What follows belongs to an exercise in optimizing a design on an open flow for small area and a short achievable clock period; a production flow would make more cautious choices.
RTL that was checked went through simulation tests only; none was proved equivalent to the original.
Only the layout flow was run in run 2; the RTL was not checked for function there.
Power and IR drop assume default switching activity.

`flow/config.mk`:
```
export PLATFORM = sky130hd
export DESIGN_NAME = top_module
export DESIGN_NICKNAME = top_module
export VERILOG_FILES = /design/flow/design.v
export SDC_FILE = /design/flow/constraint.sdc
export NUM_CORES = 4
export LEC_CHECK = 0
export CAP_MARGIN = 20
export CORE_MARGIN = 2
export CORE_UTILIZATION = 40
export PLACE_DENSITY = 0.6
export SLEW_MARGIN = 20
```
`flow/run.sh`:
```
#!/bin/bash
# synth_recipe.tcl (not shown) runs the flow's synth.tcl, then flattens the netlist and writes it again
# the make line also repeats each setting of config.mk as NAME=value (left out here)
make -C /OpenROAD-flow-scripts/flow DESIGN_CONFIG=/design/flow/config.mk WORK_HOME=/design/flow/orfs CLKGATE_MAP_FILE= SYNTH_SCRIPT=/design/flow/synth_recipe.tcl finish
```
`flow/design.v`:
```
`timescale 1ns / 1ps
module CLA_4bit(
    input [3:0] a,b, input cin,
    output [3:0] sum, output carry );
    wire g0, g1, g2, g3, p0, p1, p2, p3;
    wire pc0, pc1, pc2, pc3, pg0, pg1, pg2, pg3, pg4, pg5;
    wire [2:0] c;
    and ab0(g0, a[0], b[0]), ab1(g1, a[1], b[1]), ab2(g2, a[2], b[2]), ab3(g3, a[3], b[3]);
    xor axb0(p0, a[0], b[0]), axb1(p1, a[1], b[1]),axb2(p2, a[2], b[2]), axb3(p3, a[3], b[3]);
    and (pc0, p0, cin);     or (c[0], g0, pc0);
    and (pc1, pc0, p1);  and (pg0, p1, g0); 
    or (c[1], g1, pg0, pc1);
    and (pc2, p2, pc1);   and (pg1, pg0, p2);  and (pg2, g1, p2);
    or (c[2], g2, pc2, pg1, pg2);
    and (pc3, p3, pc2);   and (pg3, pg1, p3);   and (pg4, pg2, p3);   and (pg5, p3, g2);
    or (carry, g3, pc3, pg3, pg4, pg5);
    xor s0(sum[0], p0, cin), s1(sum[1], p1, c[0]),
        s2(sum[2], p2, c[1]), s3(sum[3], p3, c[2]);
endmodule
`timescale 1ns / 1ps
module CLA_16bit(
    input [15:0] a,
    input [15:0] b,
    input cin,
    output [15:0] sum,
    output carry
    );
    wire [2:0] cout;
    CLA_4bit M1(a[3:0], b[3:0], cin, sum[3:0], cout[0]),
             M2(a[7:4], b[7:4], cout[0], sum[7:4], cout[1]),
             M3(a[11:8], b[11:8], cout[1], sum[11:8], cout[2]),
             M4(a[15:12], b[15:12], cout[2], sum[15:12], carry);
    endmodule
`timescale 1ns / 1ps
module ALU(
    input [15:0] A,
    input [15:0] B,
    input [2:0] ctrl,
    output zero,
    output reg [15:0] ALU_result
    );
    wire cout;
    wire [15:0] add_result;
    always @(*) begin
        case(ctrl)
        'b001: ALU_result = A[7:0]*B[7:0];
        'b010: ALU_result = A << B;
        'b011: ALU_result = A ^ B;
        'b100: ALU_result = add_result;
        default: ALU_result = 16'b0;
        endcase
   end
   CLA_16bit add(A, B, 1'b0, add_result, cout);
   assign zero = (ALU_result == 'b0)? 1'b1: 1'b0;                    
endmodule
`timescale 1ns / 1ps
module register_file(
    input [4:0] read_addA,
    input [4:0] read_addB,
    input [4:0] write_addC,
    input [15:0] write_dataC,
    input clk, rst, enable_A, enable_B, enable_C,
    output reg [15:0] read_dataA,
    output reg [15:0] read_dataB 
    );
    localparam [511:0] INIT = {
        {19{16'h0000}},
        16'h0000, 16'h765E, 16'h756F, 16'h0000, 16'h3721, 16'h856D, 16'h0000,
        16'h0040, 16'h0060, 16'h0000, 16'h0060, 16'h0040, 16'h0000 };
    reg [15:0] reg_file [31:0];
    genvar i;
    generate
        for (i = 0; i < 32; i = i + 1) begin : g_reg
            always @(posedge clk) begin
                if (rst) reg_file[i] <= INIT[16*i +: 16];
                else if (enable_C && write_addC == i) reg_file[i] <= write_dataC;
            end
        end
    endgenerate
    always @(posedge clk)
    begin
        if (rst) begin
            read_dataA <= 16'b0;
            read_dataB <= 16'b0;
        end else begin
            if (enable_A) read_dataA <= (enable_C && write_addC == read_addA) ? write_dataC : reg_file[read_addA];
            if (enable_B) read_dataB <= (enable_C && write_addC == read_addB) ? write_dataC : reg_file[read_addB];
        end
    end
endmodule
`timescale 1ns / 1ps
module top_module(
    input clk,
    input rst,
    input [31:0] instr,
    output [15:0] alu_out,
    output top_out
    );
    wire [15:0] ALU_result, read_dataA, read_dataB;
    wire zero;
    reg [31:0] ir;
    reg [4:0] write_add1;
    reg en_A, en_B, en_C1, en_C2, en_C3;
    reg [2:0] ctrl1, ctrl2;
    reg [15:0] pipe_A, pipe_B;
    reg [4:0] write_add2; 
    reg [15:0] ALU_out;
    reg z;
    reg [4:0] write_add3;
    assign top_out = z;
    assign alu_out = ALU_out;
    register_file rf1(.read_addA(ir[4:0]), .read_addB(ir[9:5]), .write_addC(write_add3), .write_dataC(ALU_out),
     .clk(clk), .rst(rst), .enable_A(en_A), .enable_B(en_B),.enable_C(en_C3), .read_dataA(read_dataA), .read_dataB(read_dataB));
    ALU a1(.A(pipe_A), .B(pipe_B), .ctrl(ctrl2), .zero(zero), .ALU_result(ALU_result));
    always @(posedge clk) begin
    if (rst) begin
    ir <= 32'b0;
    write_add1 <= 5'b0;
    ctrl1 <= 3'b0;
    en_A <= 1'b0;
    en_B <= 1'b0;
    en_C1 <= 1'b0;
    pipe_A <= 16'b0;
    pipe_B <= 16'b0;
    ctrl2 <= 3'b0;
    en_C2 <= 1'b0;
    write_add2 <= 5'b0;
    ALU_out <= 16'b0;
    z <= 1'b0;
    write_add3 <= 5'b0;
    en_C3 <= 1'b0;
    end else begin
    ir <= instr;
    write_add1 <= ir[14:10];
    ctrl1 <= ir[17:15];
    en_A <= 1'b1;
    en_B <= 1'b1;
    en_C1 <= 1'b1;
    pipe_A <= read_dataA;
    pipe_B <= read_dataB;
    ctrl2 <= ctrl1;
    en_C2 <= en_C1;
    write_add2 <= write_add1;
    ALU_out <= ALU_result;
    z <= zero;
    write_add3 <= write_add2;
    en_C3 <= en_C2;
    end
    end
    endmodule
```
`flow/constraint.sdc`:
```
create_clock -name core_clock -period 5.0 [get_ports {clk}]
set_input_delay 1.0000 -clock core_clock [delete_from_list [all_inputs] [get_ports {clk}]]
set_output_delay 1.0000 -clock core_clock [all_outputs]
set_load 0.01 [all_outputs]
```
==> results of run 1 <==
sequential cells by signal (all words and copies together) (netlist names):
name            flops
write_add2          5
en_C1               1
en_C2               1
rf1.reg_file      512
pipe_A             16
pipe_B             16
write_add3          5
ir                 18
en_C3               1
write_add1          5
rf1.read_dataB     16
z                   1
ctrl2               3
rf1.read_dataA     16
ctrl1               3
ALU_out            16
worst min path at each step:
stage	depth (start not counted)	start	slack (ps)	end
2_1_floorplan	1	ir[15]$_SDFF_PP0_	410	ctrl1[0]$_SDFF_PP0_
3_3_place_gp	1	write_add2[0]$_SDFF_PP0_	420	write_add3[0]$_SDFF_PP0_
3_5_place_dp	1	ir[10]$_SDFF_PP0_	420	write_add1[0]$_SDFF_PP0_
4_1_cts	1	ir[10]$_SDFF_PP0_	440	write_add1[0]$_SDFF_PP0_
5_1_grt	1	write_add1[4]$_SDFF_PP0_	460	write_add2[4]$_SDFF_PP0_
6_report	1	ir[13]$_SDFF_PP0_	440	write_add1[3]$_SDFF_PP0_
cells in the mapped netlist, types with 7 or more instances:
master    count  share of area [%]
buf_1        40               0.44
mux2i_1      57                1.7
nand3_1    1055                 16
nor2_1      133                1.5
xor2_1       14               0.36
o21ai_0      17               0.25
fa_1         40                2.4
dfxtp_1     635                 38
nand4_1     260                4.8
nor3b_1       8               0.18
nor3_1       16               0.24
a211oi_1     38               0.84
inv_1        61               0.68
clkbuf_1    400                4.4
nand2b_1     11               0.20
buf_2        28               0.41
and2_1       33               0.61
nand2_1    1102                 12
nor2b_1      85                1.6
ha_1         55                2.0
xnor2_1      12               0.31
nor4_1       71                1.3
and3b_1       7               0.18
a21oi_1     521                7.7
cell type report:
type / instances / share of cell area [%]
clock buffers: 98 / 5.59
flip-flops and latches: 635 / 33.4
clock inverters: 37 / 1.38
inverters: 62 / 0.612
diodes: 2 / 0.0132
repair buffers: 172 / 4.23
well taps: 1134 / 3.73
multi-input cells: 3617 / 51.0
through the flow:
stage	worst slack, ps	util (%)	instances	area (um^2)	power (W)
finish	265	45.4	5757	38000	0.0121
CTS	285	45.3	5752	37900	0.0121
global placement	328	42.2	5617	35300	0.00618
floorplan	246	-	4783	33800	0.00578
detailed placement	327	42.2	5617	35300	0.00618
global route	28.4	45.4	5755	38000	0.0123
worst register-to-register path, stage by stage, from the launching register on:
cell and delay [ps]:
dfxtp_1 490, ha_1 260, inv_1 60, fa_1 390
fa_1 490, inv_1 60, fa_1 540, inv_1 60
fa_1 470, inv_1 50, ha_1 350, nand3_1 110
o2111ai_1 250, xnor2_1 190, o211ai_2 140, a2111oi_4 350
nand4_1 200, nor3_2 200
power breakdown:
group | total, W | internal (W) | switching, W
logic | 0.000966 | 0.000228 | 0.000738
clock network | 0.00600 | 0.00358 | 0.00242
registers | 0.00517 | 0.00511 | 0.0000590
kinds of logic after synthesis:
family	synth area share, %
AOI/OAI and AO/OA	10.0
adders and majority gates	4.40
buffers and inverters	6.02
xor gates and xnor gates	0.673
muxes	2.43
DFF	37.6
and+or+nand+nor	38.9
metal layers:
layer  global-route usage, %  up-vias  part of all wire (%)
li1                        -    16200                     -
met2                    52.6     3296                    39
met3                    13.5      852                    16
met1                    47.7    17800                    37
met4                    25.8       16                   8.3
met5                       0        -                 0.076
==> reports/qor.yml, run 1 <==
worstPathRequired_ps: 5560
fin_nets: 4690
layout-drive-gt1-share_pct: 7.83
rsz0062_at_grt: "no"
fin_crit_sh_pct: 94.7
cp.depth: 17
place_hpwl_mm: 98.1
gr-total-overflow: 0
startpoint: "pipe_A[3]$_SDFF_PP0_"
cts-resized-gates: 0
synth_seq_cells: 635
yosysUniqueCellTypes: 64
async_flop_share_pct: 0
setup_violations: 0
area_growth_pct: 12.5
dieArea_um2: 86900
clk_pin_slew_ps: 60
track_usage_pct: 37.5
relSlewSlack_pct: 10.3
die_h_um: 295
routed_wl_mm: 168
worst_pin_slew_ps: 1350
drcViolationCount: 0
slew_violations: 0
syn_area_per_cell_um2: 7.07
drt-pass1-iter-count: 10
clk-insertion-delay-late_ps: 660
timing.rr.start: "pipe_A[3]$_SDFF_PP0_"
r2r.worst_path.cells: 17
grt_pass1_vias: 34600
status: "complete, no violations"
clockBufferDepth: 3
fin_crit_ps: 4740
antenna_found_initial: 14
crit_type: "register to register"
cts_sinks: 635
cts_tree: "done"
final_common_cell: "nand2_1"
cts_root_buf: "clkbuf_16"
final-hold-violation-count: 0
syn_inst: 4783
synthFlopType: "dfxtp_1"
worst-path-buf-inv: 4
grt_max_degree: 206
post-cts-setup-buffers: 0
cts-htree-levels: 3
timing.critical_path.to: "z$_SDFF_PP0_"
max_freq_mhz: 211
regToRegSetupSlack_ps: 260
drt-wirelength-per-cell_um: 29.2
multi_input_area_um2: 19400
critPathLaunchType: "register"
place_congestion: 0.945
synth-seq-area-share_pct: 37.6
vias: 38100
ios: 51
fin_skew_ps: 48.2
peakVddDrop_mv: 0.250
routed_via_density: 6.62
layout_common_cells: "nand2_1 (1092), nand3_1 (1051), dfxtp_1 (631), a21oi_1 (521), nand4_1 (260)"
hp-class: "register to register"
cp_top_family: "adder cells"
coreArea_um2: 83700
max_stage_delay_ps: 540
hold_ws_ps: 436
crit_chain: "ha_1 > inv_1 > fa_1 > fa_1 > inv_1 > fa_1 > inv_1 > fa_1 > inv_1 > ha_1 > nand3_1 > o2111ai_1 > xnor2_1 > o211ai_2 > a2111oi_4 > nand4_1 > nor3_2"
cp_max_fo: 7
dieWidth_um: 295
setup_tns_ps: 0
port_buffers: 36
fillers: 8379
ys_warn_count: 4
synth_edf_count: 0
grt_pass1_wl_mm: 240
syn_nets: 4912
initial_core_util_pct: 40.4
r2r-end: "z$_SDFF_PP0_"
syn-cell-area_um2: 33800
p_per_area_nw_per_um2: 319
crit_arrival_ps: 5300
num_rows: 106
cts_hold_buffers: 0
drv_cap: 0
crit_path_top_delay_cell: "fa_1"
drtAntennaViolNets: 0
p_leak_nw: 13.3
drtIter0Drc: 7517
cts_buffers: 73
cp-end-kind: "register"
area.sequential_um2: 12700
==> run 2, diff against run 1 <==
==> flow/design.v (replaced) <==
`timescale 1ns / 1ps
module register_file(
    input clk,
    input rst,
    input we,
    input [4:0] wa,
    input [15:0] wd,
    input [4:0] ra,
    input [4:0] rb,
    output [15:0] rda,
    output [15:0] rdb
    );
    localparam [511:0] INIT = {
        {19{16'h0000}},
        16'h0000, 16'h765E, 16'h756F, 16'h0000, 16'h3721, 16'h856D, 16'h0000,
        16'h0040, 16'h0060, 16'h0000, 16'h0060, 16'h0040, 16'h0000 };
    reg [15:0] rf [0:31];
    wire [15:0] wd0 = wd & {16{~rst}};
    wire [15:0] wd1 = wd | {16{rst}};
    genvar i;
    generate
        for (i = 0; i < 32; i = i + 1) begin : g_reg
            localparam [15:0] IV = INIT[16*i +: 16];
            always @(posedge clk)
                if (rst || (we && wa == i))
                    rf[i] <= (wd0 & ~IV) | (wd1 & IV);
        end
    endgenerate
    assign rda = rf[ra];
    assign rdb = rf[rb];
endmodule
`timescale 1ns / 1ps
module top_module(
    input clk,
    input rst,
    input [31:0] instr,
    output [15:0] alu_out,
    output top_out
    );
    reg [4:0] ra1, rb1, rd1;
    reg [2:0] op1;
    reg v1, hitA1, hitB1;
    reg [15:0] A2, B2;
    reg [4:0] rd2;
    reg [2:0] op2;
    reg v2;
    reg [15:0] R3;
    reg [11:0] mp0_3, mp1_3;
    reg mul3, zmul3, v3;
    reg [4:0] rd3;
    reg [15:0] res4;
    reg z4, v4;
    reg [4:0] rd4;
    assign alu_out = res4;
    assign top_out = z4;
    wire [15:0] rda, rdb;
    register_file rf1(.clk(clk), .rst(rst), .we(v4), .wa(rd4), .wd(res4),
                      .ra(ra1), .rb(rb1), .rda(rda), .rdb(rdb));
    wire [15:0] opA = hitA1 ? res4 : rda;
    wire [15:0] opB = hitB1 ? res4 : rdb;
    wire [15:0] sh = (|B2[15:4]) ? 16'd0 : (A2 << B2[3:0]);
    wire [15:0] sum = A2 + B2;
    wire [15:0] x = A2 ^ B2;
    wire [11:0] mp0 = A2[7:0] * B2[3:0];
    wire [11:0] mp1 = A2[7:0] * B2[7:4];
    reg [15:0] r2;
    always @(*) begin
        case (op2)
            3'd1: r2 = {12'd0, mp0[3:0]};
            3'd2: r2 = sh;
            3'd3: r2 = x;
            3'd4: r2 = sum;
            default: r2 = 16'd0;
        endcase
    end
    wire [11:0] ph = {4'd0, mp0_3[11:4]} + mp1_3;
    wire [15:0] res = mul3 ? {ph, R3[3:0]} : R3;
    wire z = mul3 ? zmul3 : ~|R3;
    always @(posedge clk) begin
        if (rst) begin
            op1 <= 3'd0; v1 <= 1'b0; hitA1 <= 1'b0; hitB1 <= 1'b0;
            op2 <= 3'd0; v2 <= 1'b0;
            R3 <= 16'd0; mul3 <= 1'b0; v3 <= 1'b0;
            res4 <= 16'd0; z4 <= 1'b0; v4 <= 1'b0;
        end else begin
            op1 <= instr[17:15]; v1 <= 1'b1;
            hitA1 <= v3 && rd3 == instr[4:0];
            hitB1 <= v3 && rd3 == instr[9:5];
            op2 <= op1; v2 <= v1;
            R3 <= r2; mul3 <= (op2 == 3'd1); v3 <= v2;
            res4 <= res; z4 <= z; v4 <= v3;
        end
        ra1 <= instr[4:0]; rb1 <= instr[9:5]; rd1 <= instr[14:10];
        A2 <= opA; B2 <= opB; rd2 <= rd1;
        mp0_3 <= mp0; mp1_3 <= mp1; zmul3 <= ~|A2[7:0] || ~|B2[7:0]; rd3 <= rd2;
        rd4 <= rd3;
    end
endmodule
--- a/flow/config.mk
+++ b/flow/config.mk
@@ -9,4 +9,5 @@
 export CORE_MARGIN = 2
 export CORE_UTILIZATION = 40
 export PLACE_DENSITY = 0.6
+export SETUP_SLACK_MARGIN = 2.5
 export SLEW_MARGIN = 20
==> reports/qor.yml, run 2 <==
initial_core_util_pct: 40.2
power.switching_w: 0.00417
yosysTopAreaCell: "edfxtp_1"
swShare_pct: 28.3
clk-insertion-delay-late_ps: 630
fin_skew_ps: 28.5
worst_pin_slew_ps: 1150
top_register: "rf1.rf"
timing.rr.start: "B2[2]$_DFF_P_"
setup_tns_ps: 0
syn-cell-area_um2: 30400
vias: 28200
layout-drive-gt1-share_pct: 25.7
hp-class: "register to register"
routed_wl_mm: 165
seqPwrFrac_pct: 43.7
port_buffers: 36
worstPathRequired_ps: 5510
hold_depth: 0
setup_violations: 0
syn_area_per_cell_um2: 12.0
cts_root_buf: "clkbuf_16"
max_freq_mhz: 318
startpoint: "B2[2]$_DFF_P_"
drt-wirelength-per-cell_um: 42.5
cp-end-kind: "register"
grt_pass1_vias: 25900
coreArea_um2: 75600
crit_path_top_delay_cell: "fa_1"
dieArea_um2: 78200
fin_nets: 2948
final-hold-violation-count: 0
crit_chain: "buf_12 > nand2_4 > fa_1 > inv_1 > fa_1 > ha_1 > a21o_1 > a21oi_4 > o21ai_2 > or4_4 > a21o_1 > o311ai_1"
synth_top_cells_by_area: "edfxtp_1 (51%), a22oi_1 (9.0%), dfxtp_1 (8.5%), nand2_1 (2.3%), ha_1 (2.3%)"
cts_tree: "done"
routed_via_density: 7.28
drtAntennaViolNets: 0
crit_type: "register to register"
internal-power_w: 0.0106
status: "complete, no violations"
syn_nets: 2660
cp_max_fo: 7
slew_violations: 0
synth_seq_cells: 641
async_flop_share_pct: 0
track_usage_pct: 40.9
peakVddDrop_mv: 0.275
drv_cap: 0
critPathLaunchType: "register"
fin_crit_ps: 3150
layout_common_cells: "edfxtp_1 (512), a22oi_1 (361), buf_4 (260), nand2_1 (166), nor2_1 (96)"
rsz0062_at_grt: "yes"
cts_sinks: 641
p_per_area_nw_per_um2: 384
final_common_cell: "edfxtp_1"
grt_pass1_wl_mm: 216
syn_inst: 2544
largest_reg_flops: 512
synth_common_cells: "edfxtp_1 (512), a22oi_1 (366), nand2_1 (187)"
drtIter0Drc: 5773
synth.most_common_cell: "edfxtp_1"
grt_max_degree: 34
synth_edf_count: 512
gr-total-overflow: 0
fin_util_pct: 50.7
max_stage_delay_ps: 500
clockPowerShare_pct: 39.8
drcViolationCount: 0
dieWidth_um: 280
ys_warn_count: 3
area_growth_pct: 26.1
place_hpwl_mm: 102
cts_buffers: 71
synthFlopType: "edfxtp_1"
cts-htree-levels: 3
antenna_found_initial: 14
clk_pin_slew_ps: 60
p_leak_nw: 14.5
crit_arrival_ps: 3660
drt-pass1-iter-count: 8
clockBufferDepth: 3
cts_hold_buffers: 0
num_rows: 101
yosysUniqueCellTypes: 77
synth-seq-area-share_pct: 59.1
ios: 51
r2r.worst_path.cells: 12
place_congestion: 1.01
relSlewSlack_pct: 23.0
die_h_um: 280
fin_crit_sh_pct: 63.0
synth_top_cell_area_share_pct: 50.6
comb_power_share_pct: 16.6
hp-start: "rd1[2]$_DFF_P_"
[run 2: changes by cell type after synthesis, sizes merged, moves of 35 or more]
| cell | previous run | this run |
|---|---|---|
| nand3 | 1055 | 67 |
| nand2 | 1102 | 187 |
| edfxtp | 0 | 512 |
| dfxtp | 635 | 129 |
| a21oi | 521 | 62 |
| a22oi | 2 | 366 |
| clkbuf | 400 | 98 |
| nand4 | 260 | 69 |
| and3 | 3 | 59 |
| o21ai | 17 | 64 |
| nor2b | 85 | 47 |
| nor3 | 17 | 55 |
| and2 | 33 | 68 |
[run 2: worst max-delay path: cells and delay by family, from the launching register on]
family	cells	cell delay [ps]
compound gates	5	700
fa+ha+maj	3	1290
buf+inv	2	190
flops	1	360
simple gates	2	500
[run 2: cells by family after synthesis]
logic type	count (synthesis)	synth area share, %
AO/OA/AOI/OAI	690	16.6
XOR/XNOR	32	0.922
adder cells (fa/ha/maj)	82	4.02
buffers and inverters	230	3.15
flip-flops	641	59.1
multiplexers	52	2.27
AND/OR/NAND/NOR	817	14.0
[run 2: worst paths after layout]
kind | endpoint | slack [ps]
min | rd2[2]$_DFF_P_ | 320
max | mp0_3[11]$_DFF_P_ | 1850
max reg2reg | mp0_3[11]$_DFF_P_ | 1850
min reg2reg | rd2[2]$_DFF_P_ | 320
[run 2: layer usage]
layer	share of wire [%]	wire length [um]	vias up	track usage [%]
li1	-	-	10600	-
met1	36	58800	13900	52.3
met2	39	64700	2861	55.8
met3	16	26100	834	16.3
met4	9.1	15000	22	29.5
met5	0.092	152	-	0
[run 2: power groups by stage]
stage / Clock, W / Combinational (W) / Sequential (W)
6_report: 0.00586 / 0.00244 / 0.00643
2_1_floorplan: 0 / 0.00120 / 0.00632
3_5_place_dp: 0 / 0.00189 / 0.00652
5_1_grt: 0.00605 / 0.00253 / 0.00645
4_1_cts: 0.00584 / 0.00217 / 0.00641
3_3_place_gp: 0 / 0.00188 / 0.00653
[run 2: timing repair]
action                     in CTS  in global routing
pin swaps                      64                 58
gates cloned                    3                  2
setup endpoints to repair      82                 57
gates resized for setup       246                111
setup buffers                 111                 59
[run 2: per-stage QoR]
step / total power [W] / setup slack, ps / cells / cell area, um^2 / hold WS, ps
floorplan: 0.00753 / 1600 / 2544 / 30600 / 310
global placement: 0.00841 / 1430 / 3561 / 32800 / 311
detailed placement: 0.00841 / 1440 / 3562 / 32800 / 315
CTS: 0.0144 / 1940 / 3805 / 37300 / 328
global route: 0.0150 / 1770 / 3866 / 38300 / 331
finish: 0.0147 / 1850 / 3870 / 38300 / 321
[run 2: layout make-up]
class                           count  area, um^2
Fill cell                        6515       37200
Sequential cell                   641       18100
Multi-Input combinational cell   1674       12700
Timing Repair Buffer              372        3500
Clock buffer                       89        2050
Tap cell                          978        1220
Clock inverter                     40         542
Inverter                           72         275
Antenna cell                        4        10.0

static timing again, ports no longer ideal:
No port has a modelled driver above. Below, the same layouts with a new extraction and two added sets of constraints. Step 1 sets driving cells, clkbuf_16 on the clock port and buf_2 on the other inputs (assumed; they add their load-dependent delay and slew). Step 2 times the ports against the registers' clock, not the clock port: input delays grow and output delays shrink by t, the midpoint of the rising clock arrivals with the driver on. Three values: ideal, step 1, step 2; two values: the first two.
| run | t, ns | slack for setup (ns) | worst slew at a driven data input, ns |
|---|---|---|---|
| run 1 | 0.703 | 0.265 / 0.265 / 0.265 | 0.05 |
| run 2 | 0.679 | 1.852 / 1.852 / 1.852 | 0.06 |
After both steps setup and hold are still met in every run listed.
